Source: an optimization exercise on an open RTL-to-GDS flow (aim: small area). Production flows keep margins and buffers that such runs may drop. Function was checked by simulation only, so behaviour that the tests miss may differ from the original.

## flow/design.v (module list and top-level ports; edited modules follow where they fit)
// module CORDIC_tanInv_sqrt: 4196 lines
// module fa_m: 4 lines
// module ha_m: 4 lines
module CORDIC_tanInv_sqrt(
    output [15:0] X0,
    output [15:0] Y0,
    output [15:0] Z0,
    input  [15:0] Xin,
    input  [15:0] Yin,
    input  [15:0] Zin,
    input  clk
);
  // ...
==> flow/run.sh <==
#!/bin/bash
# synth_recipe.tcl (not shown) runs the flow's synth.tcl, then flattens the netlist and writes it again
# the make line also repeats each setting of config.mk as NAME=value (left out here)
make -C /OpenROAD-flow-scripts/flow DESIGN_CONFIG=/design/flow/config.mk WORK_HOME=/design/flow/orfs CLKGATE_MAP_FILE= SYNTH_SCRIPT=/design/flow/synth_recipe.tcl finish
==> flow/config.mk <==
export PLATFORM = sky130hd
export DESIGN_NAME = CORDIC_tanInv_sqrt
export DESIGN_NICKNAME = CORDIC_tanInv_sqrt
export VERILOG_FILES = /design/flow/design.v
export SDC_FILE = /design/flow/constraint.sdc
export NUM_CORES = 4
export LEC_CHECK = 0
export ABC_AREA = 1
export CAP_MARGIN = 20
export CORE_MARGIN = 2
export CORE_UTILIZATION = 60
export CTS_BUF_LIST = sky130_fd_sc_hd__clkbuf_8
export CTS_CLUSTER_DIAMETER = 40
export CTS_CLUSTER_SIZE = 20
export SLEW_MARGIN = 20
export SYNTH_HIERARCHICAL = 1
==> flow/constraint.sdc <==
create_clock -name core_clock -period 7.0 [get_ports {clk}]
set_input_delay 1.4000 -clock core_clock [delete_from_list [all_inputs] [get_ports {clk}]]
set_output_delay 1.4000 -clock core_clock [all_outputs]
set_load 0.01 [all_outputs]
==> run summary, run 1 <==
Status:
- The run finished with no timing, DRC or antenna violations.

Clock network:
- The later-pin clock latency in the skew report is 700 ps.
- TritonCTS built the clock tree.
- The tree is rooted in a sky130_fd_sc_hd__clkbuf_8.
- The CTS clock-pin slew for the worst setup and hold paths is 80 ps.
- In this run, post-CTS hold repair placed 0 buffers.
- The post-CTS setup-driven buffer insertion count is 0.
- The H-tree was split into 3 levels.

Route:
- The length of routed met2 wiring is 21.4 mm.
- Dividing the detail-routed wire length by the instance count gives 14.4 um.
- The number of design-rule violations left by the first detailed-router iteration is 259.

Logic synthesis:
- The most common flop cell mapped by yosys is sky130_fd_sc_hd__dfxtp_1.
- The synthesized area divided by synthesized cell count is 16.1 sq um.
- The commonest cells after synthesis are sky130_fd_sc_hd__dfxtp_1, sky130_fd_sc_hd__fa_1, sky130_fd_sc_hd__ha_1, sky130_fd_sc_hd__xnor2_1, sky130_fd_sc_hd__inv_1.
- Sorting the synthesized cells by area gives the leading types as sky130_fd_sc_hd__dfxtp_1, sky130_fd_sc_hd__fa_1, sky130_fd_sc_hd__ha_1.
- The most frequent cell after synthesis is sky130_fd_sc_hd__dfxtp_1.

STA:
- The clock arrives with 25.7 ps of skew.
- Across all hold checks on the routed design, the worst slack comes to 321 ps.

Placement:
- The routability congestion estimate is 0.772.
- The post-place setup slack is 110 ps.

Setup path:
- The critical path starts at y9_15.
- The delay of the slowest cell on the worst path is 430 ps.
- Counting cells, the worst reg-to-reg path comes to 17.

Final layout:
- The number of flip-flops and latches is 837.
- The fraction of area in multi-input gates is 0.373.
- The share of final-layout standard cells stronger than drive strength 1 is 0.111.
- With fillers left out, the area of the finished cells amounts to 34800 sq um.
- The filler cells instantiated in the layout total 3540.
- In the layout the tool counted multi-input logic cells amounting to 887.
- The count of inverters other than clock inverters in the layout is 116.
- Non-clock buffers in the final layout number 125.
- At the end of the flow, the number of nets in the layout was 2718.

GRT:
- The most used routing layer is met2.
- The pin count of the biggest net entering global routing is 21.
- The met2 routing resource usage after global routing is 0.307.
- The number of global-route vias before repair is 14809.
- For met3 alone, demand over resource in global routing was 0.0387.

Min path:
- Counting instances, the worst hold path has a depth of 0.
- The worst min-delay path startpoint is z1_4.

Job:
- The tool flagged a number of max-cap violations equal to 0.

Floorplanning:
- The floorplan step set the die width to 230 um.
==> run 2, diff against run 1 <==
--- a/flow/config.mk
+++ b/flow/config.mk
@@ -10,6 +10,6 @@
 export CORE_MARGIN = 2
-export CORE_UTILIZATION = 60
+export CORE_UTILIZATION = 45
 export CTS_BUF_LIST = sky130_fd_sc_hd__clkbuf_8
-export CTS_CLUSTER_DIAMETER = 40
-export CTS_CLUSTER_SIZE = 20
+export CTS_CLUSTER_DIAMETER = 50
+export CTS_CLUSTER_SIZE = 16
 export SLEW_MARGIN = 20
==> run summary, run 2 <==
Job:
- The max capacitance violation total was 0 (unchanged).

Final layout:
- The storage element area is 16800 sq um.
- The net total in the final layout is 2700 (-0.66%).
- The count of placed standard cells in the final layout, fillers left out is 2993.
- The commonest non-fill, non-tap cell in the layout is sky130_fd_sc_hd__dfxtp_1.
- The growth of design area from synthesis to finish is 12.2%.
- The top cell types in the final layout, fill and taps aside, are sky130_fd_sc_hd__dfxtp_1, sky130_fd_sc_hd__fa_1, sky130_fd_sc_hd__ha_1, sky130_fd_sc_hd__xnor2_1, sky130_fd_sc_hd__inv_1.
- The share of final-layout standard cells stronger than drive strength 1 came to 0.101 (-0.00997).
- The post-route standard cell area excluding fillers came to 34500 sq um (-0.92%).
- The combined area of the multi-input logic cells is 13000 sq um.
- The fill cell instance count of the final layout is 5560 (+57%).

GRT:
- The pin count of the biggest net entering global routing is 19 (-9.5%).
- The number of antenna violations at the first check in global routing is 1.
- The final global-route overflow total is 0.
- The number of global-route vias before repair came to 14760 (-0.33%).
- For this run, the total global-route usage over all layers was measured as 0.123.
- The wire length of the first global-routing pass is 69.4 mm.

Setup path:
- The endpoint arrival time on the critical path is 7350 ps.
- STA classifies the critical path startpoint as a register.
- STA classifies the critical path endpoint as a register.
- The kind of critical path is register to register.
- At the worst endpoint, the required time is 7520 ps.
- The highest net fanout along the worst path is 3.

Logic synthesis:
- The share of synthesized cell area in full adder, half adder and majority cells is 0.347.
- The library cell with the largest summed area after synthesis is sky130_fd_sc_hd__dfxtp_1.
- In this run, synthesis inferred 0 flip-flops with an integrated enable.
- The synthesized-area fraction occupied by ao, oa, aoi and oai cells is 0.
- The cell count after synthesis came out at 1914.
- The multiplexer area fraction after synthesis is 0.
- The number of distinct library cells after synthesis is 13.
- The share of synthesized area in the top cell type comes to 0.545.
- The post-synthesis instance area is 30700 sq um.
- The Yosys warning count is 7.
- The most frequent cell after synthesis is sky130_fd_sc_hd__dfxtp_1.
- The net count after synthesis is 2560.
- Ranked by total cell area, the synthesized netlist is headed by sky130_fd_sc_hd__dfxtp_1, sky130_fd_sc_hd__fa_1, sky130_fd_sc_hd__ha_1.
- The share of synthesized cell area in and, or, nand and nor gates is 0.00806.
- The sequential element share of the synthesized area is 0.545.
- The synthesized area divided by synthesized cell count is 16.1 sq um (unchanged).
- The number of register bits inferred by synthesis is 837.
- The synthesized-area fraction occupied by xor and xnor cells is 0.0656.
- In the synthesized netlist, the cells that appear most often are sky130_fd_sc_hd__dfxtp_1, sky130_fd_sc_hd__fa_1, sky130_fd_sc_hd__ha_1, sky130_fd_sc_hd__xnor2_1, sky130_fd_sc_hd__inv_1.
- By area, the combinational part of the netlist is dominated by adder cells.
- In the synthesized netlist the async set-or-reset flop fraction comes to 0.
- Among all flip-flop cells after synthesis, the most frequent one is sky130_fd_sc_hd__dfxtp_1.

Clock network:
- Counting along the longest clock path gives a buffer depth of 3.
- The later-pin clock latency in the skew report came to 670 ps (-30 ps).
- The number of H-tree levels is 3 (unchanged).
- The root buffer selected by CTS is sky130_fd_sc_hd__clkbuf_8.
- The quantity of hold-fixing buffers added after cts came to 0 (unchanged).
- The CTS tree is yes.
- The CTS clock-pin slew for the worst setup and hold paths is 90 ps (about the same).
- TritonCTS created 85 clock buffers.
- The number of clock sinks is 837.

Route:
- The number of design-rule violations left by the first detailed-router iteration is 284 (+9.7%).
- The total via count after detailed routing is 12557.
- For this run, the detailed router's first-pass iteration total came to 4.
- The total DRC errors in the routed layout is 0.
- The post-detailed-route count of antenna-violating nets is 0.
- The total wire length is 39.7 mm.
- The final routed wire length divided by cell count is 13.3 um (-8.0%).
- The via count normalized by instance count is 4.20.

Floorplanning:
- The effective utilization at floorplan is 0.456.
- The floorplan step defined a die boundary enclosing 70400 sq um.
- The die is 265 um tall.
- The area of the core is 67400 sq um.
- The die width is 265 um (+15%).
- The floorplan has 95 rows.
- The number of placed I/O pins is 97.

Min path:
- The class of the tightest hold or removal check is register to register.

Status:
- The flow ran to the end and the layout has no timing, DRC or antenna violations.

STA:
- The worst hold margin is 308 ps (-12.5 ps).
- Headroom to the max-slew limit came out at 0.411.
- Setup violations remaining at the end of the flow were counted as 0.
- Setup repair after global routing left no endpoint under its margin.
- The upper clock frequency limit is 146 MHz.
- In the finished design, the share of the clock period the worst path needs comes to 0.975.
- The count of pins over their slew limit was 0.
- At the pin with the least slew margin, the transition time is 877 ps.
- The worst path needs 6830 ps of the cycle, external delays included.
- The count of endpoints failing hold in the final timing report came to 0.
- The post-route clock skew was 25.5 ps (-0.135 ps).

Placement:
- In this run the cell area measured after placement is 32500 sq um.
- The half-perimeter wire length after detailed placement is 31.2 mm.
- The routability congestion estimate is 0.745 (-3.6%).
- The port buffer count is 96.
- The number of cells in the design after placement is 2840.
run 2: cell counts after synthesis:
No cell type changed its count.
run 2: routing by layer:
| metal | vias up | routed length [um] | global-route usage | part of all wire |
|---|---|---|---|---|
| li1 | 6099 | - | - | - |
| met1 | 6186 | 15300 | 0.132 | 0.38 |
| met5 | - | 0 | 0 | 0 |
| met3 | 105 | 1380 | 0.0272 | 0.035 |
| met2 | 167 | 21700 | 0.235 | 0.55 |
| met4 | 0 | 1310 | 0.0472 | 0.033 |
run 2: kinds of logic after synthesis:
kind of cell  count (synthesis)
xor+xnor                    230
fa+ha+maj                   597
buf+inv                     190
flops                       837
simple gates                 60
run 2: worst max-delay path, stage by stage, from the launching register on:
cell and delay [ps]:
sky130_fd_sc_hd__dfxtp_2 370, sky130_fd_sc_hd__xnor2_1 150, sky130_fd_sc_hd__fa_1 410, sky130_fd_sc_hd__fa_1 390, sky130_fd_sc_hd__fa_1 420, sky130_fd_sc_hd__fa_1 410, sky130_fd_sc_hd__fa_1 410, sky130_fd_sc_hd__fa_1 400
sky130_fd_sc_hd__fa_1 400, sky130_fd_sc_hd__fa_1 400, sky130_fd_sc_hd__fa_1 410, sky130_fd_sc_hd__fa_1 400, sky130_fd_sc_hd__fa_1 390, sky130_fd_sc_hd__fa_1 400, sky130_fd_sc_hd__fa_1 390, sky130_fd_sc_hd__fa_1 410
sky130_fd_sc_hd__fa_2 390, sky130_fd_sc_hd__xnor2_2 160
run 2: what timing repair did:
action	in CTS	in global routing
gates resized for setup	3	22
setup buffers	0	0
setup endpoints to repair	2	12
run 2: final cells by class:
cell class                 instances  area share
sequential                       837       0.487
antenna                            1   0.0000726
multi-input combinational        887       0.378
clock inverter                    57      0.0181
tap                              873      0.0317
inverter                         116      0.0126
clock buffer                      95      0.0379
timing repair buffer             127      0.0351
run 2: final timing paths:
path | startpoint | to | slack, ps | cells past startpoint
worst max-delay path | y8_15 | y9_15 | 170 | 17
worst min register to register | z10_8 | z11_8 | 310 | 0
worst max register to register | y8_15 | y9_15 | 170 | 17
worst min-delay path | z10_8 | z11_8 | 310 | 0
run 2: modules after synthesis, one instance, submodules excluded:
module / flip-flops and latches / cells / cell area (sq um)
ha_m: 0 / 1 / 12.5
fa_m: 0 / 1 / 20.0
CORDIC_tanInv_sqrt: 837 / 1319 / 20100
run 2: per-stage QoR:
step	util	TNS, ps	worst slack [ps]
finish	0.511	0	173
detailed placement	0.482	-104	-104
CTS	0.510	0	26.0
global route	0.511	0	4.54
floorplan	-	0	110
global placement	0.482	-119	-119
==> run 3, diff against run 2 <==
==> flow/flow/run.sh (new file) <==
#!/bin/bash
# Own flow: the standard layout, but with the smallest buffer as the port buffer.
set -euo pipefail
bash standard.sh BUFFER_PORTS_ARGS="-buffer_cell sky130_fd_sc_hd__buf_1" finish > standard_flow.log 2>&1
==> flow/standard.sh (new file) <==
#!/bin/bash
# synth_recipe.tcl (not shown) runs the flow's synth.tcl, then flattens the netlist and writes it again
# the make line also repeats each setting of config.mk as NAME=value (left out here)
make -C /OpenROAD-flow-scripts/flow DESIGN_CONFIG=/design/flow/config.mk WORK_HOME=/design/flow/orfs CLKGATE_MAP_FILE= SYNTH_SCRIPT=/design/flow/synth_recipe.tcl "${@:-finish}"
removed: flow/run.sh
==> run summary, run 3 <==
Final layout:
- In the layout the commonest cells are sky130_fd_sc_hd__dfxtp_1, sky130_fd_sc_hd__fa_1, sky130_fd_sc_hd__ha_1, sky130_fd_sc_hd__xnor2_1, sky130_fd_sc_hd__inv_1.
- The post-route standard cell area excluding fillers is 33600 sq um (-2.6%).
- The share of final-layout standard cells stronger than drive strength 1 is 0.0884 (-0.0125).
- The area growth from synthesis to layout is 9.32%.
- Leaving out fill and tap cells, the most frequent cell in the layout is sky130_fd_sc_hd__dfxtp_1.
- The count of placed standard cells in the final layout, fillers left out is 2979 (-0.47%).
- The fill cell instance count of the final layout is 5747 (+3.4%).
- The net total in the final layout is 2693 (-0.26%).

GRT:
- The pin count of the biggest net entering global routing is 19 (unchanged).
- The number of antenna violations at the first check in global routing came to 2 (+1).
- The total routing usage reported by global routing was 0.123 (-0.000199).
- The number of global-route vias before repair is 14660 (-0.68%).
- The wire length of the first global-routing pass came to 69.2 mm (-0.28%).
- The final global-route overflow total is 0 (unchanged).

Placement:
- The area of placed instances is 31900 sq um (-1.8%).
- The port buffer count was 96 (unchanged).
- The routability congestion estimate is 0.763 (+2.5%).
- The half-perimeter wire length after detailed placement is 31.3 mm (+0.35%).
- The post-place setup slack was -129 ps (-24.6 ps).
- The number of cells in the design after placement came to 2840 (unchanged).

Route:
- The number of design-rule violations left by the first detailed-router iteration was 294 (+3.5%).
- The total wire length is 39.4 mm (-0.55%).
- The via count normalized by instance count came to 4.19 (-0.17%).
- The post-detailed-route count of antenna-violating nets is 0 (unchanged).
- The total DRC errors in the routed layout came to 0 (unchanged).
- The count of TritonRoute iterations in the first routing pass is 6 (+2).
- The total via count after detailed routing was 12477 (-0.64%).
- The final routed wire length divided by cell count came to 13.2 um (about the same).

Clock network:
- The number of clock sinks is 837 (unchanged).
- The CTS clock-pin slew for the worst setup and hold paths is 90 ps (about the same).
- The number of H-tree levels was 3 (unchanged).
- The root buffer selected by CTS is sky130_fd_sc_hd__clkbuf_8.
- The number of buffers created by CTS is 78 (-8.2%).
- The CTS tree is yes.
- The maximum clock insertion buffer count is 3 (unchanged).
- The later-pin clock latency in the skew report is 670 ps (about the same).

Logic synthesis:
- The async set or reset register ratio after synthesis is 0 (unchanged).
- The post-synthesis instance area is 30700 sq um (unchanged).
- Among all cell types in the netlist, the one instantiated most often is sky130_fd_sc_hd__dfxtp_1.
- The number of register bits inferred by synthesis is 837 (unchanged).
- The number of distinct library cells after synthesis is 13 (unchanged).
- The net count after synthesis was 2560 (unchanged).
- The area fraction of the dominant cell type after synthesis is 0.545 (unchanged).
- The number of enable flip-flop cells after synthesis was 0 (unchanged).
- The commonest cells after synthesis are sky130_fd_sc_hd__dfxtp_1, sky130_fd_sc_hd__fa_1, sky130_fd_sc_hd__ha_1, sky130_fd_sc_hd__xnor2_1, sky130_fd_sc_hd__inv_1.
- The sequential element share of the synthesized area was 0.545 (unchanged).
- Sorting the synthesized cells by area gives the leading types as sky130_fd_sc_hd__dfxtp_1, sky130_fd_sc_hd__fa_1, sky130_fd_sc_hd__ha_1.
- The synthesized area divided by synthesized cell count is 16.1 sq um (unchanged).
- The Yosys warning count came to 7 (unchanged).
- The biggest area contributor in the post-synthesis netlist is sky130_fd_sc_hd__dfxtp_1.
- The most common flop cell mapped by yosys is sky130_fd_sc_hd__dfxtp_1.
- The cell count after synthesis came to 1914 (unchanged).

Floorplanning:
- The number of placed I/O pins came to 97 (unchanged).
- The number of core rows is 95 (unchanged).
- The chip height is 265 um (unchanged).
- The area of the core was 67400 sq um (unchanged).
- The die footprint came to 70400 sq um (unchanged).
- The effective utilization at floorplan was 0.456 (unchanged).
- The die width is 265 um (unchanged).

Setup path:
- The number of buffers and inverters on the critical path was 0 (unchanged).
- The highest net fanout along the worst path was 3 (unchanged).
- Among the stages of the critical path, the cell type that occurs most often is sky130_fd_sc_hd__fa_1.
- The delay of the slowest cell on the worst path is 410 ps (about the same).
- The kind of critical path is register to register.
- The worst setup path is launched from a register.
- Broken down by cell family, the worst path's largest delay share belongs to adder cells.
- The worst register-to-register path begins at y9_15.
- The critical path goes through xnor2_1, fa_1, fa_1, fa_1, fa_1, fa_1, fa_1, fa_1, fa_1, fa_1, fa_1, fa_1, fa_1, fa_1, fa_1, fa_2, xnor2_2.
- The depth of the worst register-to-register path is 17 (unchanged).
- Among all stages on the critical path, the largest delay is contributed by sky130_fd_sc_hd__fa_1.
- The endpoint arrival time on the critical path is 7340 ps (about the same).
- STA classifies the critical path endpoint as a register.
- The required time at the worst-slack endpoint is 7550 ps (+30 ps).
- The capture point of the worst reg-to-reg path is y10_15.

STA:
- The time the final worst path needs with I/O delays and setup is 6790 ps (-37.0 ps).
- The count of pins over their slew limit was 0 (unchanged).
- The relative max-transition margin is 0.430 (+0.0181).
- The count of endpoints failing hold in the final timing report is 0 (unchanged).
- The upper clock frequency limit came to 147 MHz (+0.54%).
- The final worst-path cycle share is 0.970 (-0.00528).
- The post-route clock skew is 32.1 ps (+6.59 ps).
- The worst hold margin came to 312 ps (+3.74 ps).
- The slew at the pin with the worst max-slew slack was 850 ps (-27.0 ps).
- The total setup violations reported at the end of the flow was 0 (unchanged).
- The worst-case setup margin in the final layout was 210 ps (+37.0 ps).

Min path:
- The worst hold path begins at z5_11.
- The tightest min-delay check is of the register to register type.
- The worst hold path terminates at z6_11.
- The number of instances on the worst hold path is 0 (unchanged).

Status:
- The run finished with no timing, DRC or antenna violations.

Job:
- The max capacitance violation total is 0 (unchanged).
==> run 3: logic make-up after synthesis <==
group / Yosys count / share of synthesized area
adders and majority gates: 597 / 0.347
DFF: 837 / 0.545
and+or+nand+nor: 60 / 0.00806
xor gates and xnor gates: 230 / 0.0656
buffers and inverters: 190 / 0.0335
==> run 3: modules after synthesis (local to each module, per instance) <==
module | flops+latches | cells inside | times used | area (sq um)
CORDIC_tanInv_sqrt | 837 | 1319 | 1 | 20100
fa_m | 0 | 1 | 427 | 20.0
ha_m | 0 | 1 | 168 | 12.5
==> run 3: routing by layer <==
layer,GRT usage,part of all wire
met4,0.0399,0.022
met2,0.236,0.55
met1,0.131,0.38
met3,0.0303,0.045
met5,0,0
==> run 3: cell type report <==
| type | count | area [sq um] | share of cell area |
|---|---|---|---|
| diodes | 3 | 7.51 | 0.000224 |
| clock buffers | 87 | 1200 | 0.0357 |
| clock inverters | 49 | 454 | 0.0135 |
| inverters | 116 | 435 | 0.0130 |
| multi-input cells | 887 | 13000 | 0.387 |
| flip-flops and latches | 837 | 16800 | 0.499 |
| well taps | 873 | 1090 | 0.0325 |
| repair buffers | 127 | 626 | 0.0186 |
==> run 3: worst max-delay path by stage <==
| stage | start | end | cells after the start |
|---|---|---|---|
| finish | y9_15 | y10_15 | 17 |
| global route | e0_15 | e1_15 | 17 |
| CTS | e0_15 | e1_15 | 17 |
| detailed placement | e0_15 | e1_15 | 17 |
| global placement | e0_15 | e1_15 | 17 |
| floorplan | e0_15 | x1_15 | 20 |
==> run 3: worst reg2reg max path, delay by kind of cell, from the launching register on <==
| kind | cells | cell delay, ps |
|---|---|---|
| fa+ha+maj | 15 | 6000 |
| flops | 1 | 370 |
| xor+xnor | 2 | 320 |
==> run 3: repair_timing <==
item / CTS / global route
pin swaps: 0 / 1
hold buffers: 0 / 0
buffers inserted: 0 / 0
setup endpoints to repair: 2 / 10
gates resized for setup: 2 / 15
==> run 3: per-stage QoR <==
stage          TNS [ps]   util
4_1_cts               0  0.498
3_3_place_gp       -106  0.473
2_1_floorplan         0      -
6_report              0  0.498
5_1_grt           -3.15  0.498
3_5_place_dp       -129  0.473
==> run 4, diff against run 3 <==
==> flow/flow/run.sh (replaced) <==
#!/bin/bash
# Own flow: the standard layout with the smallest buffer as the port buffer and
# a clock tree without dummy loads.
set -euo pipefail
bash standard.sh BUFFER_PORTS_ARGS="-buffer_cell sky130_fd_sc_hd__buf_1" \
  CTS_ARGS="-sink_clustering_enable -repair_clock_nets -buf_list sky130_fd_sc_hd__clkbuf_8 -sink_clustering_size 16 -sink_clustering_max_diameter 50 -dont_use_dummy_load" finish > standard_flow.log 2>&1
==> run summary, run 4 <==
Clock network:
- The quantity of hold-fixing buffers added after cts is 0 (unchanged).
- The maximum clock insertion buffer count is 3 (unchanged).
- The number of buffers created by CTS is 78 (unchanged).
- The number of H-tree levels is 3 (unchanged).
- The later-pin clock latency in the skew report came to 660 ps (about the same).
- TritonCTS built the clock tree.
- The number of clock sinks came to 837 (unchanged).
- The CTS clock-pin slew for the worst setup and hold paths came to 90 ps (about the same).
- The root buffer cell chosen for the clock tree is sky130_fd_sc_hd__clkbuf_8.
- The post-CTS setup-driven buffer insertion count is 0 (unchanged).

Route:
- The total wire length is 39.2 mm (-0.73%).
- The number of design-rule violations left by the first detailed-router iteration came to 305 (+3.7%).
- The total via count after detailed routing was 12363 (-0.91%).
- The final routed wire length divided by cell count came to 13.4 um (+1.2%).
- The post-detailed-route count of antenna-violating nets is 0 (unchanged).
- The count of TritonRoute iterations in the first routing pass is 6 (unchanged).
- The total DRC errors in the routed layout came to 0 (unchanged).
- The via count normalized by instance count is 4.23 (+1.1%).

STA:
- The time the final worst path needs with I/O delays and setup is 6790 ps (-2.26 ps).
- The total setup violations reported at the end of the flow is 0 (unchanged).
- The final worst-path cycle share is 0.970 (about the same).
- The upper clock frequency limit is 147 MHz (about the same).
- The count of pins over their slew limit was 0 (unchanged).
- The worst hold margin was 279 ps (-33.2 ps).
- The post-route clock skew came to 71.9 ps (+39.8 ps).
- The relative max-transition margin was 0.430 (unchanged).
- The slew at the pin with the worst max-slew slack was 850 ps (+0.000179 ps).
- The count of endpoints failing hold in the final timing report is 0 (unchanged).

Setup path:
- The category of the worst setup path capture point is a register.
- The capture point of the worst reg-to-reg path is y13_15.
- On the critical path, the stage with the largest delay is an instance of sky130_fd_sc_hd__fa_1.
- The launch instance of the worst register-to-register path is x12_12.
- The highest net fanout along the worst path is 2 (-1).
- The critical path is of the register to register type.
- The endpoint arrival time on the critical path was 7320 ps (-20 ps).
- STA classifies the critical path startpoint as a register.
- The delay of the slowest cell on the worst path is 430 ps (+20 ps).
- The most frequent cell on the critical path is sky130_fd_sc_hd__fa_1.
- The dominant delay contributor by cell family on the critical path is adder cells.
- The required time at the worst-slack endpoint came to 7530 ps (-20 ps).
- The depth of the worst register-to-register path is 17 (unchanged).
- The number of buffers and inverters on the critical path is 0 (unchanged).
- Traced cell by cell, the critical path runs through xnor2_1, fa_1, fa_1, fa_1, fa_1, fa_1, fa_1, fa_1, fa_1, fa_1, fa_1, fa_1, fa_1, fa_1, fa_1, fa_1, xnor2_1.
- The worst setup path startpoint is x12_12.

Final layout:
- The library cell used most frequently in the layout, excluding fill and tap cells, is sky130_fd_sc_hd__dfxtp_1.
- The fraction of the core area covered by cells at the end of the flow is 0.490 (-0.00860).
- The area growth from synthesis to layout is 7.44%.
- The share of final-layout standard cells stronger than drive strength 1 is 0.0665 (-0.0219).
- In the layout the commonest cells are sky130_fd_sc_hd__dfxtp_1, sky130_fd_sc_hd__fa_1, sky130_fd_sc_hd__ha_1, sky130_fd_sc_hd__xnor2_1, sky130_fd_sc_hd__inv_1.
- The post-route standard cell area excluding fillers came to 33000 sq um (-1.7%).
- The net total in the final layout is 2693 (unchanged).
- The count of placed standard cells in the final layout, fillers left out is 2921 (-1.9%).

GRT:
- The number of antenna violations at the first check in global routing is 2 (unchanged).
- The wire length of the first global-routing pass is 68.8 mm (-0.62%).
- The pin count of the biggest net entering global routing came to 19 (unchanged).
- The number of global-route vias before repair is 14585 (-0.51%).
- The final global-route overflow total was 0 (unchanged).
- The total routing usage reported by global routing was 0.123 (-0.000690).

Min path:
- For hold timing, the worst endpoint is z6_11.
- The worst min-delay path startpoint is z5_11.
- The number of instances on the worst hold path is 0 (unchanged).
- The class of the tightest hold or removal check is register to register.

Logic synthesis:
- The Yosys warning count is 7 (unchanged).
- The sequential element share of the synthesized area is 0.545 (unchanged).
- The number of register bits inferred by synthesis is 837 (unchanged).
- By area the synthesized netlist is led by sky130_fd_sc_hd__dfxtp_1, sky130_fd_sc_hd__fa_1, sky130_fd_sc_hd__ha_1.
- The number of distinct library cells after synthesis is 13 (unchanged).
- Among all flip-flop cells after synthesis, the most frequent one is sky130_fd_sc_hd__dfxtp_1.
- The most frequent cell after synthesis is sky130_fd_sc_hd__dfxtp_1.
- The cell count after synthesis is 1914 (unchanged).
- The net count after synthesis is 2560 (unchanged).
- The async set or reset register ratio after synthesis came to 0 (unchanged).
- The commonest cells after synthesis are sky130_fd_sc_hd__dfxtp_1, sky130_fd_sc_hd__fa_1, sky130_fd_sc_hd__ha_1, sky130_fd_sc_hd__xnor2_1, sky130_fd_sc_hd__inv_1.
- The synthesized area divided by synthesized cell count is 16.1 sq um (unchanged).
- The number of enable flip-flop cells after synthesis is 0 (unchanged).
- The post-synthesis instance area is 30700 sq um (unchanged).
- The area fraction of the dominant cell type after synthesis is 0.545 (unchanged).
- The synthesized design spends more area on one cell type than any other, namely sky130_fd_sc_hd__dfxtp_1.

Floorplanning:
- The die footprint is 70400 sq um (unchanged).
- The chip height is 265 um (unchanged).
- The effective utilization at floorplan is 0.456 (unchanged).
- The number of placed I/O pins was 97 (unchanged).
- The number of core rows is 95 (unchanged).
- The area of the core is 67400 sq um (unchanged).
- The die width is 265 um (unchanged).

Placement:
- The routability congestion estimate is 0.763 (unchanged).
- The half-perimeter wire length after detailed placement is 31.3 mm (unchanged).
- The area of placed instances is 31900 sq um (unchanged).
- The port buffer count is 96 (unchanged).
- The number of cells in the design after placement is 2840 (unchanged).

Job:
- The max capacitance violation total was 0 (unchanged).

Status:
- The run finished with no timing, DRC or antenna violations.
## run 4: Yosys stat by module (local to each module, per instance)
module | cells inside | times used | flip-flops and latches | cell area [sq um]
CORDIC_tanInv_sqrt | 1319 | 1 | 837 | 20100
fa_m | 1 | 427 | 0 | 20.0
ha_m | 1 | 168 | 0 | 12.5
## run 4: worst reg2reg max path, stage by stage (launching register included)
cell and delay, ps:
sky130_fd_sc_hd__dfxtp_1 410, sky130_fd_sc_hd__xnor2_1 110, sky130_fd_sc_hd__fa_1 410, sky130_fd_sc_hd__fa_1 400, sky130_fd_sc_hd__fa_1 400, sky130_fd_sc_hd__fa_1 400, sky130_fd_sc_hd__fa_1 390, sky130_fd_sc_hd__fa_1 400
sky130_fd_sc_hd__fa_1 390, sky130_fd_sc_hd__fa_1 430, sky130_fd_sc_hd__fa_1 410, sky130_fd_sc_hd__fa_1 390, sky130_fd_sc_hd__fa_1 400, sky130_fd_sc_hd__fa_1 390, sky130_fd_sc_hd__fa_1 390, sky130_fd_sc_hd__fa_1 400
sky130_fd_sc_hd__fa_1 400, sky130_fd_sc_hd__xnor2_1 140
## run 4: how the worst max path moves through the flow
stage                   to  cells past startpoint
global route         e1_15                     17
finish              y13_15                     17
floorplan            x1_15                     20
detailed placement   e1_15                     17
CTS                  e1_15                     17
global placement     e1_15                     17
## run 4: per-layer routing
metal	vias to the layer above	track usage	part of all wire
met5	-	0	0
met4	0	0.0415	0.025
met3	81	0.0294	0.044
met2	151	0.236	0.55
met1	6121	0.130	0.38
li1	6010	-	-
## run 4: stage by stage
| step | setup slack (ps) | TNS (ps) |
|---|---|---|
| floorplan | 110 | 0 |
| global placement | -106 | -106 |
| detailed placement | -129 | -129 |
| CTS | 39.7 | 0 |
| global route | -6.17 | -6.17 |
| finish | 212 | 0 |
## run 4: timing repair
action | in CTS | in global routing
gates cloned | 0 | 0
gates resized for setup | 2 | 15
pin swaps | 0 | 1
setup endpoints to repair | 2 | 12
## run 4: logic make-up after synthesis
| logic type | Yosys count | share of synthesized area |
|---|---|---|
| and+or+nand+nor | 60 | 0.00806 |
| buffers and inverters | 190 | 0.0335 |
| DFF | 837 | 0.545 |
| xor gates and xnor gates | 230 | 0.0656 |
| adders and majority gates | 597 | 0.347 |
## run 4: area by class of cell
class                           instances  area, sq um
Clock buffer                           78         1070
Sequential cell                       837        16800
Tap cell                              873         1090
Timing Repair Buffer                  127          622
Antenna cell                            3         7.51
Multi-Input combinational cell        887        13000
Fill cell                            5775        34400
Inverter                              116          435
==> run 5, diff against run 4 <==
==> flow/flow/run.sh (replaced) <==
#!/bin/bash
# Own flow: the standard layout with the smallest buffer as the port buffer and
# a clock tree without dummy loads.
set -euo pipefail
bash standard.sh BUFFER_PORTS_ARGS="-buffer_cell sky130_fd_sc_hd__buf_1" \
  CTS_ARGS="-sink_clustering_enable -repair_clock_nets -buf_list {sky130_fd_sc_hd__clkbuf_2 sky130_fd_sc_hd__clkbuf_4} -sink_clustering_size 10 -sink_clustering_max_diameter 40 -dont_use_dummy_load" finish > standard_flow.log 2>&1
==> run summary, run 5 <==
STA:
- The slew at the pin with the worst max-slew slack was 851 ps (+1.31 ps).
- The total setup violations reported at the end of the flow came to 0 (unchanged).
- The time the final worst path needs with I/O delays and setup was 6800 ps (+13.8 ps).
- The count of endpoints failing hold in the final timing report is 0 (unchanged).
- The post-route clock skew is 111 ps (+38.8 ps).
- The count of pins over their slew limit is 0 (unchanged).
- The worst hold margin is 280 ps (+1.30 ps).
- Setup repair after global routing could not meet its margin everywhere.
- The upper clock frequency limit is 147 MHz (-0.20%).
- The final worst-path cycle share came to 0.972 (+0.00197).
- The relative max-transition margin is 0.429 (-0.000883).

Logic synthesis:
- The sequential element share of the synthesized area was 0.545 (unchanged).
- The async set or reset register ratio after synthesis is 0 (unchanged).
- The number of enable flip-flop cells after synthesis is 0 (unchanged).
- Ranked by total cell area, the synthesized netlist is headed by sky130_fd_sc_hd__dfxtp_1, sky130_fd_sc_hd__fa_1, sky130_fd_sc_hd__ha_1.
- The cell count after synthesis is 1914 (unchanged).
- The library cell with the largest summed area after synthesis is sky130_fd_sc_hd__dfxtp_1.
- The number of distinct library cells after synthesis is 13 (unchanged).
- In the synthesized netlist the dominant register cell turns out to be sky130_fd_sc_hd__dfxtp_1.
- The most frequent cell after synthesis is sky130_fd_sc_hd__dfxtp_1.
- The Yosys warning count is 7 (unchanged).
- The post-synthesis instance area is 30700 sq um (unchanged).
- The synthesized area divided by synthesized cell count is 16.1 sq um (unchanged).
- The number of register bits inferred by synthesis came to 837 (unchanged).
- The area fraction of the dominant cell type after synthesis is 0.545 (unchanged).
- The commonest cells after synthesis are sky130_fd_sc_hd__dfxtp_1, sky130_fd_sc_hd__fa_1, sky130_fd_sc_hd__ha_1, sky130_fd_sc_hd__xnor2_1, sky130_fd_sc_hd__inv_1.
- The net count after synthesis is 2560 (unchanged).

Floorplanning:
- The number of placed I/O pins is 97 (unchanged).
- The effective utilization at floorplan is 0.456 (unchanged).
- The area of the core is 67400 sq um (unchanged).
- The number of core rows is 95 (unchanged).
- The die footprint was 70400 sq um (unchanged).
- The chip height is 265 um (unchanged).
- The die width is 265 um (unchanged).

Route:
- The total DRC errors in the routed layout is 0 (unchanged).
- The count of TritonRoute iterations in the first routing pass is 6 (unchanged).
- The number of design-rule violations left by the first detailed-router iteration is 230 (-25%).
- The total wire length is 39.5 mm (+0.82%).
- The via count normalized by instance count is 4.26 (+0.68%).
- The post-detailed-route count of antenna-violating nets is 0 (unchanged).
- The final routed wire length divided by cell count is 13.3 um (-0.44%).
- The total via count after detailed routing was 12605 (+2.0%).

Clock network:
- The number of buffers created by CTS was 117 (+50%).
- The number of H-tree levels came to 3 (unchanged).
- The tree is rooted in a sky130_fd_sc_hd__clkbuf_4.
- The quantity of hold-fixing buffers added after cts is 0 (unchanged).
- The post-CTS setup-driven buffer insertion count is 0 (unchanged).
- The maximum clock insertion buffer count came to 3 (unchanged).
- The CTS clock-pin slew for the worst setup and hold paths is 100 ps (about the same).
- The later-pin clock latency in the skew report was 870 ps (+210 ps).
- The number of clock sinks is 837 (unchanged).
- The CTS tree is yes.

Placement:
- The half-perimeter wire length after detailed placement is 31.3 mm (unchanged).
- The number of cells in the design after placement is 2840 (unchanged).
- The routability congestion estimate came to 0.763 (unchanged).
- The port buffer count is 96 (unchanged).

Final layout:
- Relative to the synthesized area, the layout overhead comes to 6.81%.
- The library cell used most frequently in the layout, excluding fill and tap cells, is sky130_fd_sc_hd__dfxtp_1.
- The count of placed standard cells in the final layout, fillers left out is 2958 (+1.3%).
- The fill cell instance count of the final layout came to 5840 (+1.1%).
- The library cells used most frequently in the layout, excluding fill and tap cells, are sky130_fd_sc_hd__dfxtp_1, sky130_fd_sc_hd__fa_1, sky130_fd_sc_hd__ha_1, sky130_fd_sc_hd__xnor2_1, sky130_fd_sc_hd__clkbuf_4.
- The net total in the final layout came to 2732 (+1.4%).
- The fraction of the core area covered by cells at the end of the flow is 0.487 (-0.00284).
- The share of final-layout standard cells stronger than drive strength 1 is 0.0835 (+0.0170).

Min path:
- The class of the tightest hold or removal check is register to register.

GRT:
- The pin count of the biggest net entering global routing is 19 (unchanged).
- The wire length of the first global-routing pass is 69.6 mm (+1.2%).
- The total routing usage reported by global routing came to 0.124 (+0.00171).
- The final global-route overflow total is 0 (unchanged).
- The number of global-route vias before repair is 14885 (+2.1%).
- The number of antenna violations at the first check in global routing came to 1 (-1).

Setup path:
- The kind of critical path is register to register.
- The required time at the worst-slack endpoint was 7790 ps (+260 ps).
- STA classifies the critical path startpoint as a register.
- The endpoint arrival time on the critical path is 7590 ps (+270 ps).
- The category of the worst setup path capture point is a register.
- The highest net fanout along the worst path is 2 (unchanged).

Status:
- The run finished with no timing, DRC or antenna violations.

Job:
- The max capacitance violation total came to 0 (unchanged).
## run 5: cell counts after synthesis
Identical to the previous run, type by type.
## run 5: path summary, 6_finish.rpt
| kind | from | endpoint | slack, ps | cells after the start |
|---|---|---|---|---|
| worst min-delay path | z4_9 | z5_9 | 280 | 0 |
| worst max-delay path | x13_13 | y14_15 | 200 | 17 |
| worst max register to register | x13_13 | y14_15 | 200 | 17 |
| worst min register to register | z4_9 | z5_9 | 280 | 0 |
## run 5: per-stage QoR
stage | cell area (sq um) | worst slack, ps | setup TNS [ps]
after CTS | 32800 | 11.9 | 0
after detailed placement | 31900 | -129 | -129
after global placement | 31900 | -106 | -106
after global routing | 32800 | -29.7 | -35.0
after floorplan | 30700 | 110 | 0
final | 32800 | 198 | 0
## run 5: area by class of cell
| class | count | area (sq um) | share of cell area |
|---|---|---|---|
| Timing Repair Buffer | 127 | 622 | 0.0189 |
| Antenna cell | 1 | 2.50 | 0.0000763 |
| Multi-Input combinational cell | 887 | 13000 | 0.397 |
| Tap cell | 873 | 1090 | 0.0333 |
| Clock buffer | 117 | 878 | 0.0268 |
| Inverter | 116 | 435 | 0.0133 |
| Sequential cell | 837 | 16800 | 0.511 |
## run 5: logic make-up (layout without fill, tap and decap cells)
family / Yosys count / after routing / share of synthesized area
simple gates: 60 / 60 / 0.00806
fa+ha+maj: 597 / 597 / 0.347
xor+xnor: 230 / 230 / 0.0656
other cells: 0 / 1 / 0
buf+inv: 190 / 360 / 0.0335
flops: 837 / 837 / 0.545
## run 5: Yosys stat by module, one instance, submodules excluded
module | cells | times used | area [sq um] | flops+latches
ha_m | 1 | 168 | 12.5 | 0
CORDIC_tanInv_sqrt | 1319 | 1 | 20100 | 837
fa_m | 1 | 427 | 20.0 | 0
## run 5: timing repair
| action | 4_1_cts | 5_1_grt |
|---|---|---|
| endpoints found under the setup margin | 1 | 12 |
| gates resized for setup | 1 | 16 |
| pin swaps | 0 | 1 |
## run 5: worst max-delay path, cell delays in order (launching register included)
cell,delay (ps)
sky130_fd_sc_hd__dfxtp_1,360
sky130_fd_sc_hd__xnor2_1,160
sky130_fd_sc_hd__fa_1,410
sky130_fd_sc_hd__fa_1,400
sky130_fd_sc_hd__fa_1,400
sky130_fd_sc_hd__fa_1,390
sky130_fd_sc_hd__fa_1,390
sky130_fd_sc_hd__fa_1,400
sky130_fd_sc_hd__fa_1,410
sky130_fd_sc_hd__fa_1,440
sky130_fd_sc_hd__fa_1,400
sky130_fd_sc_hd__fa_1,400
sky130_fd_sc_hd__fa_1,410
sky130_fd_sc_hd__fa_1,410
sky130_fd_sc_hd__fa_1,390
sky130_fd_sc_hd__fa_1,410
sky130_fd_sc_hd__fa_1,400
sky130_fd_sc_hd__xnor2_1,130
## run 5: per-layer routing
metal  global-route usage  routed length, um
met5                    0                  0
met4               0.0542               1190
met3               0.0283               1700
met2                0.235              21600
met1                0.131              15000
==> run 6, diff against run 5 <==
==> flow/flow/run.sh (replaced) <==
#!/bin/bash
# Own flow: the standard layout with the smallest buffer as the port buffer and
# a clock tree without dummy loads.
set -euo pipefail
bash standard.sh BUFFER_PORTS_ARGS="-buffer_cell sky130_fd_sc_hd__buf_1" \
  CTS_ARGS="-sink_clustering_enable -repair_clock_nets -buf_list sky130_fd_sc_hd__clkbuf_4 -sink_clustering_size 10 -sink_clustering_max_diameter 40 -dont_use_dummy_load" finish > standard_flow.log 2>&1
==> run summary, run 6 <==
Status:
- The flow ran to the end and the layout has no timing, DRC or antenna violations.

Logic synthesis:
- The Yosys warning count is 7 (unchanged).
- By area the synthesized netlist is led by sky130_fd_sc_hd__dfxtp_1, sky130_fd_sc_hd__fa_1, sky130_fd_sc_hd__ha_1.
- The cell count after synthesis is 1914 (unchanged).
- Among all flip-flop cells after synthesis, the most frequent one is sky130_fd_sc_hd__dfxtp_1.
- The async set or reset register ratio after synthesis was 0 (unchanged).
- The number of enable flip-flop cells after synthesis came to 0 (unchanged).
- sky130_fd_sc_hd__dfxtp_1 takes more of the synthesized area than any other cell.
- The post-synthesis instance area is 30700 sq um (unchanged).
- In the post-synthesis netlist, the cell with the most instances is sky130_fd_sc_hd__dfxtp_1.
- The synthesized area divided by synthesized cell count is 16.1 sq um (unchanged).
- The sequential element share of the synthesized area is 0.545 (unchanged).
- The area fraction of the dominant cell type after synthesis is 0.545 (unchanged).
- By count the netlist is led by sky130_fd_sc_hd__dfxtp_1, sky130_fd_sc_hd__fa_1, sky130_fd_sc_hd__ha_1, sky130_fd_sc_hd__xnor2_1, sky130_fd_sc_hd__inv_1.
- The number of register bits inferred by synthesis is 837 (unchanged).
- The number of distinct library cells after synthesis is 13 (unchanged).
- The net count after synthesis is 2560 (unchanged).

Clock network:
- TritonCTS built the clock tree.
- The maximum clock insertion buffer count is 3 (unchanged).
- The number of H-tree levels was 3 (unchanged).
- In this run the clock root is driven by a sky130_fd_sc_hd__clkbuf_4.
- The number of clock sinks is 837 (unchanged).
- The CTS clock-pin slew for the worst setup and hold paths is 100 ps (about the same).
- The post-CTS setup-driven buffer insertion count came to 0 (unchanged).
- The number of buffers created by CTS came to 117 (unchanged).
- The later-pin clock latency in the skew report was 870 ps (about the same).

STA:
- The total setup violations reported at the end of the flow is 0 (unchanged).
- The post-route clock skew is 111 ps (unchanged).
- The count of endpoints failing hold in the final timing report is 0 (unchanged).
- The time the final worst path needs with I/O delays and setup is 6800 ps (unchanged).
- The upper clock frequency limit is 147 MHz (unchanged).
- The final worst-path cycle share is 0.972 (unchanged).
- Setup repair after global routing could not meet its margin everywhere.
- The slew at the pin with the worst max-slew slack is 851 ps (unchanged).
- The relative max-transition margin is 0.429 (unchanged).
- The worst-case setup margin in the final layout is 198 ps (unchanged).
- The count of pins over their slew limit was 0 (unchanged).

Placement:
- The post-place setup slack was -129 ps (unchanged).
- The port buffer count was 96 (unchanged).
- The half-perimeter wire length after detailed placement is 31.3 mm (unchanged).
- The number of cells in the design after placement came to 2840 (unchanged).
- The routability congestion estimate is 0.763 (unchanged).
- The area of placed instances is 31900 sq um (unchanged).

Route:
- The via count normalized by instance count is 4.26 (unchanged).
- The final routed wire length divided by cell count came to 13.3 um (unchanged).
- The total wire length came to 39.5 mm (unchanged).
- The number of design-rule violations left by the first detailed-router iteration is 230 (unchanged).
- The total DRC errors in the routed layout is 0 (unchanged).
- The total met3 wirelength after detailed routing is 1.70 mm (unchanged).
- The count of TritonRoute iterations in the first routing pass is 6 (unchanged).
- The length of routed met2 wiring was 21.6 mm (unchanged).
- The top metal layer carrying routed signals is met4.
- The post-detailed-route count of antenna-violating nets is 0 (unchanged).
- The met1 routed wirelength after detailed routing was 15.0 mm (unchanged).
- The total via count after detailed routing is 12605 (unchanged).

Final layout:
- The share of final-layout standard cells stronger than drive strength 1 is 0.0835 (unchanged).
- The growth of design area from synthesis to finish was 6.81% (unchanged).
- The post-route standard cell area excluding fillers was 32800 sq um (unchanged).
- The net total in the final layout is 2732 (unchanged).
- The count of placed standard cells in the final layout, fillers left out is 2958 (unchanged).
- The fraction of the core area covered by cells at the end of the flow is 0.487 (unchanged).
- In the layout the commonest cells are sky130_fd_sc_hd__dfxtp_1, sky130_fd_sc_hd__fa_1, sky130_fd_sc_hd__ha_1, sky130_fd_sc_hd__xnor2_1, sky130_fd_sc_hd__clkbuf_4.
- The commonest non-fill, non-tap cell in the layout is sky130_fd_sc_hd__dfxtp_1.

GRT:
- The number of global-route vias before repair is 14885 (unchanged).
- The final global-route overflow total was 0 (unchanged).
- The pin count of the biggest net entering global routing is 19 (unchanged).
- The total routing usage reported by global routing is 0.124 (unchanged).
- The number of antenna violations at the first check in global routing came to 1 (unchanged).
- The wire length of the first global-routing pass is 69.6 mm (unchanged).

Floorplanning:
- The chip height is 265 um (unchanged).
- The effective utilization at floorplan is 0.456 (unchanged).
- The number of core rows came to 95 (unchanged).
- The area of the core is 67400 sq um (unchanged).
- The number of placed I/O pins was 97 (unchanged).
- The die width came to 265 um (unchanged).
- The die footprint is 70400 sq um (unchanged).

Setup path:
- The worst setup path is of the register to register kind.
- The required time at the worst-slack endpoint is 7790 ps (about the same).
- Traced cell by cell, the critical path runs through xnor2_1, fa_1, fa_1, fa_1, fa_1, fa_1, fa_1, fa_1, fa_1, fa_1, fa_1, fa_1, fa_1, fa_1, fa_1, fa_1, xnor2_1.
- The largest individual stage delay along the critical path comes from the cell sky130_fd_sc_hd__fa_1.
- STA classifies the critical path endpoint as a register.
- In this run the critical register-to-register path is launched from x13_13.
- The depth of the worst register-to-register path is 17 (unchanged).
- The highest net fanout along the worst path was 2 (unchanged).
- The endpoint arrival time on the critical path came to 7590 ps (about the same).
- The most numerous cell type found on the critical path is sky130_fd_sc_hd__fa_1.
- The capture point of the worst reg-to-reg path is y14_15.
- The delay of the slowest cell on the worst path is 440 ps (about the same).
- The critical path startpoint category is a register.

Min path:
- The number of instances on the worst hold path is 0 (unchanged).
- In this run the most critical hold path is launched from z4_9.
- The worst hold path terminates at z5_9.
- In this run the worst hold path is classified as register to register.

Job:
- The max capacitance violation total is 0 (unchanged).
==> run 6: cell counts after synthesis <==
Identical to the previous run, type by type.
==> run 6: how the worst max path moves through the flow <==
stage	start	end	cells past startpoint
after floorplan	e0_15	x1_15	20
after global placement	e0_15	e1_15	17
after detailed placement	e0_15	e1_15	17
after CTS	e0_15	e1_15	17
after global routing	e0_15	e1_15	17
final	x13_13	y14_15	17
==> run 6: cell type report <==
type	count	area, sq um
well taps	873	1090
flip-flops and latches	837	16800
inverters	116	435
clock buffers	117	878
diodes	1	2.50
fillers	5840	34600
multi-input cells	887	13000
repair buffers	127	622
==> run 6: logic make-up after synthesis <==
| family | share of synthesized area |
|---|---|
| buffers and inverters | 0.0335 |
| adders and majority gates | 0.347 |
| and+or+nand+nor | 0.00806 |
| DFF | 0.545 |
| xor gates and xnor gates | 0.0656 |
==> run 6: per-module statistics from Yosys (local to each module, per instance) <==
module              flops+latches  copies in the design  cells
CORDIC_tanInv_sqrt            837                     1   1319
fa_m                            0                   427      1
ha_m                            0                   168      1
==> run 6: timing repair <==
| item | CTS | global route |
|---|---|---|
| pin swaps | 0 | 1 |
| hold buffers | 0 | 0 |
| resized for setup | 1 | 16 |
| setup endpoints to repair | 1 | 12 |
| gates cloned | 0 | 0 |
==> run 6: per-layer routing <==
metal  global-route usage  up-vias
li1                     -     6144
met3               0.0283       96
met5                    0        -
met1                0.131     6182
met2                0.235      183
met4               0.0542        0
==> run 6: stage by stage <==
step / setup TNS (ps) / hold slack, ps
3_5_place_dp: -129 / 312
2_1_floorplan: 0 / 310
4_1_cts: 0 / 276
6_report: 0 / 280
3_3_place_gp: -106 / 310
5_1_grt: -35.0 / 273
==> run 6: worst max-delay path: cells and delay by family, from the launching register on <==
family                   cells  cell delay (ps)
XOR/XNOR                     2              290
adder cells (fa/ha/maj)     15             6060
flip-flops                   1              360
==> run 7, diff against run 6 <==
--- a/flow/config.mk
+++ b/flow/config.mk
@@ -7,3 +7,2 @@
 export LEC_CHECK = 0
-export ABC_AREA = 1
 export CAP_MARGIN = 20
@@ -11,5 +10,3 @@
 export CORE_UTILIZATION = 45
-export CTS_BUF_LIST = sky130_fd_sc_hd__clkbuf_8
-export CTS_CLUSTER_DIAMETER = 50
-export CTS_CLUSTER_SIZE = 16
+export GPL_TIMING_DRIVEN = 0
 export SLEW_MARGIN = 20
==> run summary, run 7 <==
Status:
- The flow ran to the end and the layout has no timing, DRC or antenna violations.

Floorplanning:
- The die footprint is 69900 sq um (-0.71%).
- The effective utilization at floorplan is 0.454 (-0.00172).
- The number of placed I/O pins was 97 (unchanged).
- The die width was 264 um (-0.36%).
- The chip height was 264 um (-0.36%).
- The number of core rows is 95 (unchanged).
- The area of the core was 67200 sq um (-0.35%).

Logic synthesis:
- The library cell with the largest summed area after synthesis is sky130_fd_sc_hd__dfxtp_1.
- The post-synthesis instance area came to 30500 sq um (-0.73%).
- The synthesized area divided by synthesized cell count was 16.5 sq um (+2.5%).
- The number of enable flip-flop cells after synthesis is 0 (unchanged).
- The sequential element share of the synthesized area is 0.549 (+0.00401).
- The number of register bits inferred by synthesis is 837 (unchanged).
- The number of distinct library cells after synthesis came to 12 (-1).
- The Yosys warning count came to 7 (unchanged).
- By count the netlist is led by sky130_fd_sc_hd__dfxtp_1, sky130_fd_sc_hd__fa_1, sky130_fd_sc_hd__ha_1, sky130_fd_sc_hd__xor2_1, sky130_fd_sc_hd__xnor2_1.
- The cell count after synthesis is 1853 (-3.2%).
- The net count after synthesis came to 2499 (-2.4%).
- The area fraction of the dominant cell type after synthesis came to 0.549 (+0.00401).
- The async set or reset register ratio after synthesis is 0 (unchanged).
- By instance count, the leading cell after synthesis is sky130_fd_sc_hd__dfxtp_1.
- By area the synthesized netlist is led by sky130_fd_sc_hd__dfxtp_1, sky130_fd_sc_hd__fa_1, sky130_fd_sc_hd__ha_1.
- The most common flop cell mapped by yosys is sky130_fd_sc_hd__dfxtp_1.

STA:
- The relative max-transition margin is 0.403 (-0.0252).
- The count of endpoints failing hold in the final timing report is 0 (unchanged).
- The post-route clock skew is 113 ps (+2.19 ps).
- The count of pins over their slew limit is 0 (unchanged).
- The final worst-path cycle share is 0.971 (-0.00109).
- The slew at the pin with the worst max-slew slack is 888 ps (+37.6 ps).
- The total setup violations reported at the end of the flow is 0 (unchanged).
- The time the final worst path needs with I/O delays and setup is 6790 ps (-7.61 ps).
- The upper clock frequency limit was 147 MHz (+0.11%).

Final layout:
- The count of placed standard cells in the final layout, fillers left out is 2964 (+0.20%).
- The storage element area is 16800 sq um (+0.10%).
- The top cell types in the final layout, fill and taps aside, are sky130_fd_sc_hd__dfxtp_1, sky130_fd_sc_hd__fa_1, sky130_fd_sc_hd__ha_1, sky130_fd_sc_hd__xor2_1, sky130_fd_sc_hd__clkbuf_4.
- The net total in the final layout is 2738 (+0.22%).
- The share of final-layout standard cells stronger than drive strength 1 is 0.135 (+0.0514).
- Leaving out fill and tap cells, the most frequent cell in the layout is sky130_fd_sc_hd__dfxtp_1.
- The post-route standard cell area excluding fillers was 33400 sq um (+1.9%).
- The fill cell instance count of the final layout is 5782 (-0.99%).
- Compared with the post-synthesis result, the final layout area differs by 9.65%.
- The combined area of the multi-input logic cells is 13100 sq um (+0.53%).

Clock network:
- The CTS clock-pin slew for the worst setup and hold paths is 90 ps (about the same).
- The root buffer selected by CTS is sky130_fd_sc_hd__clkbuf_4.
- The number of buffers created by CTS is 116 (-0.85%).
- The maximum clock insertion buffer count was 3 (unchanged).
- The later-pin clock latency in the skew report was 870 ps (about the same).
- The number of H-tree levels was 3 (unchanged).
- The number of clock sinks came to 837 (unchanged).
- The CTS tree is yes.
- The quantity of hold-fixing buffers added after cts is 0 (unchanged).

Route:
- The total wire length came to 38.6 mm (-2.3%).
- The total via count after detailed routing came to 12572 (-0.26%).
- The final routed wire length divided by cell count was 13.0 um (-2.5%).
- The number of design-rule violations left by the first detailed-router iteration is 209 (-9.1%).
- The total DRC errors in the routed layout came to 0 (unchanged).
- The post-detailed-route count of antenna-violating nets is 0 (unchanged).
- The via count normalized by instance count is 4.24 (-0.46%).
- The count of TritonRoute iterations in the first routing pass is 3 (-3).

Setup path:
- Traced cell by cell, the critical path runs through xnor2_1, fa_1, fa_1, fa_1, fa_1, fa_1, fa_1, fa_1, fa_1, fa_1, fa_1, fa_1, fa_1, fa_1, fa_1, fa_1, xnor2_1.
- The depth of the worst register-to-register path is 17 (unchanged).
- On the critical path, the stage with the largest delay is an instance of sky130_fd_sc_hd__fa_1.
- The highest net fanout along the worst path came to 7 (+5).
- STA classifies the critical path endpoint as a register.
- The endpoint arrival time on the critical path came to 7560 ps (-30 ps).
- The critical path startpoint category is a register.
- The delay of the slowest cell on the worst path came to 420 ps (-20 ps).
- The kind of critical path is register to register.
- The cell that appears most often on the critical path is sky130_fd_sc_hd__fa_1.
- The required time at the worst-slack endpoint came to 7770 ps (-20 ps).

Min path:
- The worst hold path belongs to the class register to register.
- The number of instances on the worst hold path came to 0 (unchanged).

GRT:
- The number of antenna violations at the first check in global routing is 1 (unchanged).
- The wire length of the first global-routing pass is 68.1 mm (-2.2%).
- The pin count of the biggest net entering global routing is 17 (-2).
- The number of global-route vias before repair was 14851 (-0.23%).
- The total routing usage reported by global routing was 0.122 (-0.00207).
- The final global-route overflow total is 0 (unchanged).

Placement:
- The number of cells in the design after placement is 2827 (-0.46%).
- The half-perimeter wire length after detailed placement is 29.7 mm (-5.0%).
- The routability congestion estimate was 0.757 (-0.79%).
- The port buffer count came to 96 (unchanged).
- The area of placed instances is 32100 sq um (+0.67%).

Job:
- The max capacitance violation total is 0 (unchanged).
-- run 7: per-stage QoR --
step | setup slack (ps) | hold WS [ps] | setup TNS (ps) | utilization
floorplan | 34.6 | 310 | 0 | -
global placement | -596 | 310 | -5580 | 0.476
detailed placement | -628 | 312 | -6260 | 0.478
CTS | 4.23 | 289 | 0 | 0.493
global route | -5.42 | 287 | -10.1 | 0.498
finish | 206 | 289 | 0 | 0.498
-- run 7: what timing repair did --
action / in CTS / in global routing
pin swaps: 1 / 1
endpoints found under the setup margin: 29 / 34
gates resized for setup: 47 / 66
buffers inserted: 7 / 16
hold endpoints to repair: 0 / 0
-- run 7: path summary, 6_finish.rpt --
check	slack [ps]	startpoint	to
worst min register to register	290	z15_0	zo_0
worst max-delay path	210	y13_15	y14_15
worst min-delay path	290	z15_0	zo_0
worst max register to register	210	y13_15	y14_15
-- run 7: metal layers --
layer,vias to the layer above,part of all wire,wire (um),global-route usage
met5,-,0,0,0
met4,0,0.032,1220,0.0542
met3,100,0.043,1670,0.0281
met2,177,0.58,22600,0.245
met1,6189,0.34,13100,0.116
li1,6106,-,-,-
-- run 7: area by class of cell --
cell class                      instances  area share
Timing Repair Buffer                  124      0.0177
Clock buffer                          116      0.0260
Buffer                                 70      0.0190
Tap cell                              873      0.0327
Multi-Input combinational cell        845       0.391
Sequential cell                       837       0.502
Inverter                               98      0.0112
Antenna cell                            1   0.0000748
-- run 7: cell families after synthesis --
group,after synthesis,share of synthesized area
fa+ha+maj,597,0.350
xor+xnor,248,0.0718
flops,837,0.549
buf+inv,171,0.0287
-- run 7: critical path: cells and delay by family, from the launching register on --
family / cells / cell delay (ps)
fa+ha+maj: 15 / 5980
flops: 1 / 400
xor+xnor: 2 / 290
-- run 7: Yosys stat by module, one instance, submodules excluded --
module	cell area, sq um	cells
CORDIC_tanInv_sqrt	19800	1258
fa_m	20.0	1
ha_m	12.5	1
==> run 8, diff against run 7 <==
--- a/flow/config.mk
+++ b/flow/config.mk
@@ -9,4 +9,3 @@
 export CORE_MARGIN = 2
-export CORE_UTILIZATION = 45
-export GPL_TIMING_DRIVEN = 0
+export CORE_UTILIZATION = 60
 export SLEW_MARGIN = 20
==> run summary, run 8 <==
Logic synthesis:
- The cell count after synthesis was 1853 (unchanged).
- The number of register bits inferred by synthesis was 837 (unchanged).
- Sorting the synthesized cells by area gives the leading types as sky130_fd_sc_hd__dfxtp_1, sky130_fd_sc_hd__fa_1, sky130_fd_sc_hd__ha_1.
- The net count after synthesis is 2499 (unchanged).
- For this run, the leading register cell type out of synthesis is sky130_fd_sc_hd__dfxtp_1.
- The post-synthesis instance area is 30500 sq um (unchanged).
- The number of enable flip-flop cells after synthesis came to 0 (unchanged).
- The most frequent cell after synthesis is sky130_fd_sc_hd__dfxtp_1.
- The async set or reset register ratio after synthesis came to 0 (unchanged).

Final layout:
- Leaving out fill and tap cells, the most frequent cells in the layout are sky130_fd_sc_hd__dfxtp_1, sky130_fd_sc_hd__fa_1, sky130_fd_sc_hd__ha_1, sky130_fd_sc_hd__xor2_1, sky130_fd_sc_hd__clkbuf_4.
- The library cell used most frequently in the layout, excluding fill and tap cells, is sky130_fd_sc_hd__dfxtp_1.
- The post-route standard cell area excluding fillers was 32300 sq um (-3.4%).
- The share of final-layout standard cells stronger than drive strength 1 was 0.0763 (-0.0587).
- The net total in the final layout came to 2667 (-2.6%).

STA:
- The accumulated negative setup slack was 0 ps (unchanged).
- The final worst-path cycle share was 0.965 (-0.00549).
- The time the final worst path needs with I/O delays and setup is 6760 ps (-38.4 ps).
- The slew at the pin with the worst max-slew slack is 890 ps (+1.77 ps).
- The count of pins over their slew limit is 0 (unchanged).
- The total setup violations reported at the end of the flow came to 0 (unchanged).

Clock network:
- The number of buffers created by CTS is 110 (-5.2%).
- The number of H-tree levels is 3 (unchanged).
- The tree is rooted in a sky130_fd_sc_hd__clkbuf_4.
- The number of clock sinks was 837 (unchanged).
- The CTS clock-pin slew for the worst setup and hold paths is 100 ps (about the same).
- The quantity of hold-fixing buffers added after cts was 0 (unchanged).
- The post-CTS setup-driven buffer insertion count is 0 (-7).

Floorplanning:
- The die width was 229 um (-13%).
- The chip height came to 229 um (-13%).
- The effective utilization at floorplan is 0.608 (+0.154).
- The die footprint is 52600 sq um (-25%).
- The number of core rows is 82 (-14%).
- The area of the core came to 50200 sq um (-25%).

Status:
- The flow ran to the end and the layout has no timing, DRC or antenna violations.

Setup path:
- The cell depth of the worst setup path came to 17 (unchanged).
- The capture point of the worst reg-to-reg path is y12_15.
- The endpoint arrival time on the critical path is 7420 ps (-140 ps).
- By instance count, the cell type seen most on the critical path is sky130_fd_sc_hd__fa_1.
- The worst setup path is of the register to register kind.
- The highest net fanout along the worst path came to 3 (-4).
- The depth of the worst register-to-register path came to 17 (unchanged).
- The required time at the worst-slack endpoint is 7660 ps (-110 ps).
- The category of the worst setup path capture point is a register.
- The capture point of the worst path is y12_15.
- The most critical setup path has its startpoint at y11_15.
- In this run the critical register-to-register path is launched from y11_15.
- Traced cell by cell, the critical path runs through xnor2_1, fa_1, fa_1, fa_1, fa_1, fa_1, fa_1, fa_1, fa_1, fa_1, fa_1, fa_1, fa_1, fa_1, fa_1, fa_1, xnor2_1.
- The critical path startpoint category is a register.
- The number of buffers and inverters on the critical path is 0 (unchanged).

GRT:
- The pin count of the biggest net entering global routing is 19 (+2).
- The number of antenna violations at the first check in global routing is 1 (unchanged).
- The met2 routing resource usage after global routing is 0.294 (+0.0493).
- The total routing usage reported by global routing is 0.166 (+0.0442).
- The met3 routing resource usage after global routing is 0.0346 (+0.00656).
- The final global-route overflow total is 0 (unchanged).
- The layer flagged by global routing as most heavily used is met2.
- The met1 routing resource usage after global routing is 0.201 (+0.0852).
- The number of global-route vias before repair is 14455 (-2.7%).
- The wire length of the first global-routing pass was 69.2 mm (+1.6%).

Placement:
- The port buffer count is 96 (unchanged).
- The area of placed instances was 31500 sq um (-1.9%).
- The routability congestion estimate is 0.755 (-0.37%).

Route:
- The count of TritonRoute iterations in the first routing pass is 4 (+1).
- The total via count after detailed routing is 12298 (-2.2%).
- The number of design-rule violations left by the first detailed-router iteration is 264 (+26%).
- The final routed wire length divided by cell count came to 14.5 um (+12%).
- The total wire length is 39.1 mm (+1.3%).

Min path:
- The worst min-delay path startpoint is z4_6.
- In this run the worst hold path is classified as register to register.
## run 8: cell counts after synthesis
Identical to the previous run, type by type.
## run 8: worst register-to-register path, cell delays in order (launching register included)
cell	delay [ps]
sky130_fd_sc_hd__dfxtp_1	390
sky130_fd_sc_hd__xnor2_1	120
sky130_fd_sc_hd__fa_1	430
sky130_fd_sc_hd__fa_1	390
sky130_fd_sc_hd__fa_1	390
sky130_fd_sc_hd__fa_1	400
sky130_fd_sc_hd__fa_1	390
sky130_fd_sc_hd__fa_1	390
sky130_fd_sc_hd__fa_1	400
sky130_fd_sc_hd__fa_1	400
sky130_fd_sc_hd__fa_1	440
sky130_fd_sc_hd__fa_1	410
sky130_fd_sc_hd__fa_1	390
sky130_fd_sc_hd__fa_1	390
sky130_fd_sc_hd__fa_1	390
sky130_fd_sc_hd__fa_1	390
sky130_fd_sc_hd__fa_1	410
sky130_fd_sc_hd__xnor2_1	140
## run 8: metal layers
metal  wire, um  vias up  share of wire
li1           -     5954              -
met1      16100     6098           0.41
met2      20500      170           0.52
met3       1670       76          0.043
met4        896        0          0.023
met5          0        -              0
## run 8: how the worst min path moves through the flow
stage	slack, ps	to	cells after the start
6_report	260	z5_6	0
5_1_grt	290	z5_6	0
4_1_cts	260	z5_6	0
3_5_place_dp	310	z13_12	0
3_3_place_gp	310	z9_12	0
2_1_floorplan	310	b10_12_0	0
## run 8: area by class of cell
| type | instances | area [sq um] |
|---|---|---|
| Fill cell | 3727 | 17900 |
| Sequential cell | 837 | 16800 |
| Multi-Input combinational cell | 845 | 12900 |
| Tap cell | 672 | 841 |
| Clock buffer | 110 | 826 |
| Timing Repair Buffer | 129 | 608 |
| Inverter | 98 | 368 |
| Antenna cell | 2 | 5.00 |
## run 8: per-stage QoR
stage	utilization	std cells
2_1_floorplan	-	1853
3_3_place_gp	0.627	2581
3_5_place_dp	0.627	2581
4_1_cts	0.644	2691
5_1_grt	0.644	2693
6_report	0.644	2693
## run 8: kinds of logic (layout without fill, tap and decap cells)
group                    Yosys count  count (layout)  synth area share
flip-flops                       837             837             0.549
adder cells (fa/ha/maj)          597             597             0.350
XOR/XNOR                         248             248            0.0718
buffers and inverters            171             337            0.0287
other                              0               2                 0
## run 8: modules after synthesis, one instance, submodules excluded
module,cells,area [sq um]
CORDIC_tanInv_sqrt,1258,19800
fa_m,1,20.0
ha_m,1,12.5

[static timing again, ports no longer ideal]
The flow's constraints put no driver on any port. The routed layouts listed below were extracted and timed again, unchanged, in two steps. Step 1, drivers: a clkbuf_16 drives clk and a buf_2 each remaining input, both assumed. Step 2 times the ports against the registers' clock, not the clock port: input delays grow and output delays shrink by t, the midpoint of the rising clock arrivals with the driver on. Slacks: no drivers / after step 1 / after step 2; pairs: no drivers / after step 1.
run | t, ns | setup slack, ns | pins driven straight from the clock port
run 1 | 0.736 | 0.244 / 0.244 / 0.244 | 1
run 2 | 0.710 | 0.173 / 0.173 / 0.173 | 1
run 3 | 0.712 | 0.210 / 0.210 / 0.210 | 1
run 4 | 0.680 | 0.212 / 0.212 / 0.212 | 1
run 5 | 0.879 | 0.198 / 0.198 / 0.198 | 1
run 6 | 0.879 | 0.198 / 0.198 / 0.198 | 1
run 7 | 0.879 | 0.206 / 0.206 / 0.206 | 1
run 8 | 0.842 | 0.244 / 0.244 / 0.244 | 1
After both steps setup and hold are still met in every run listed.
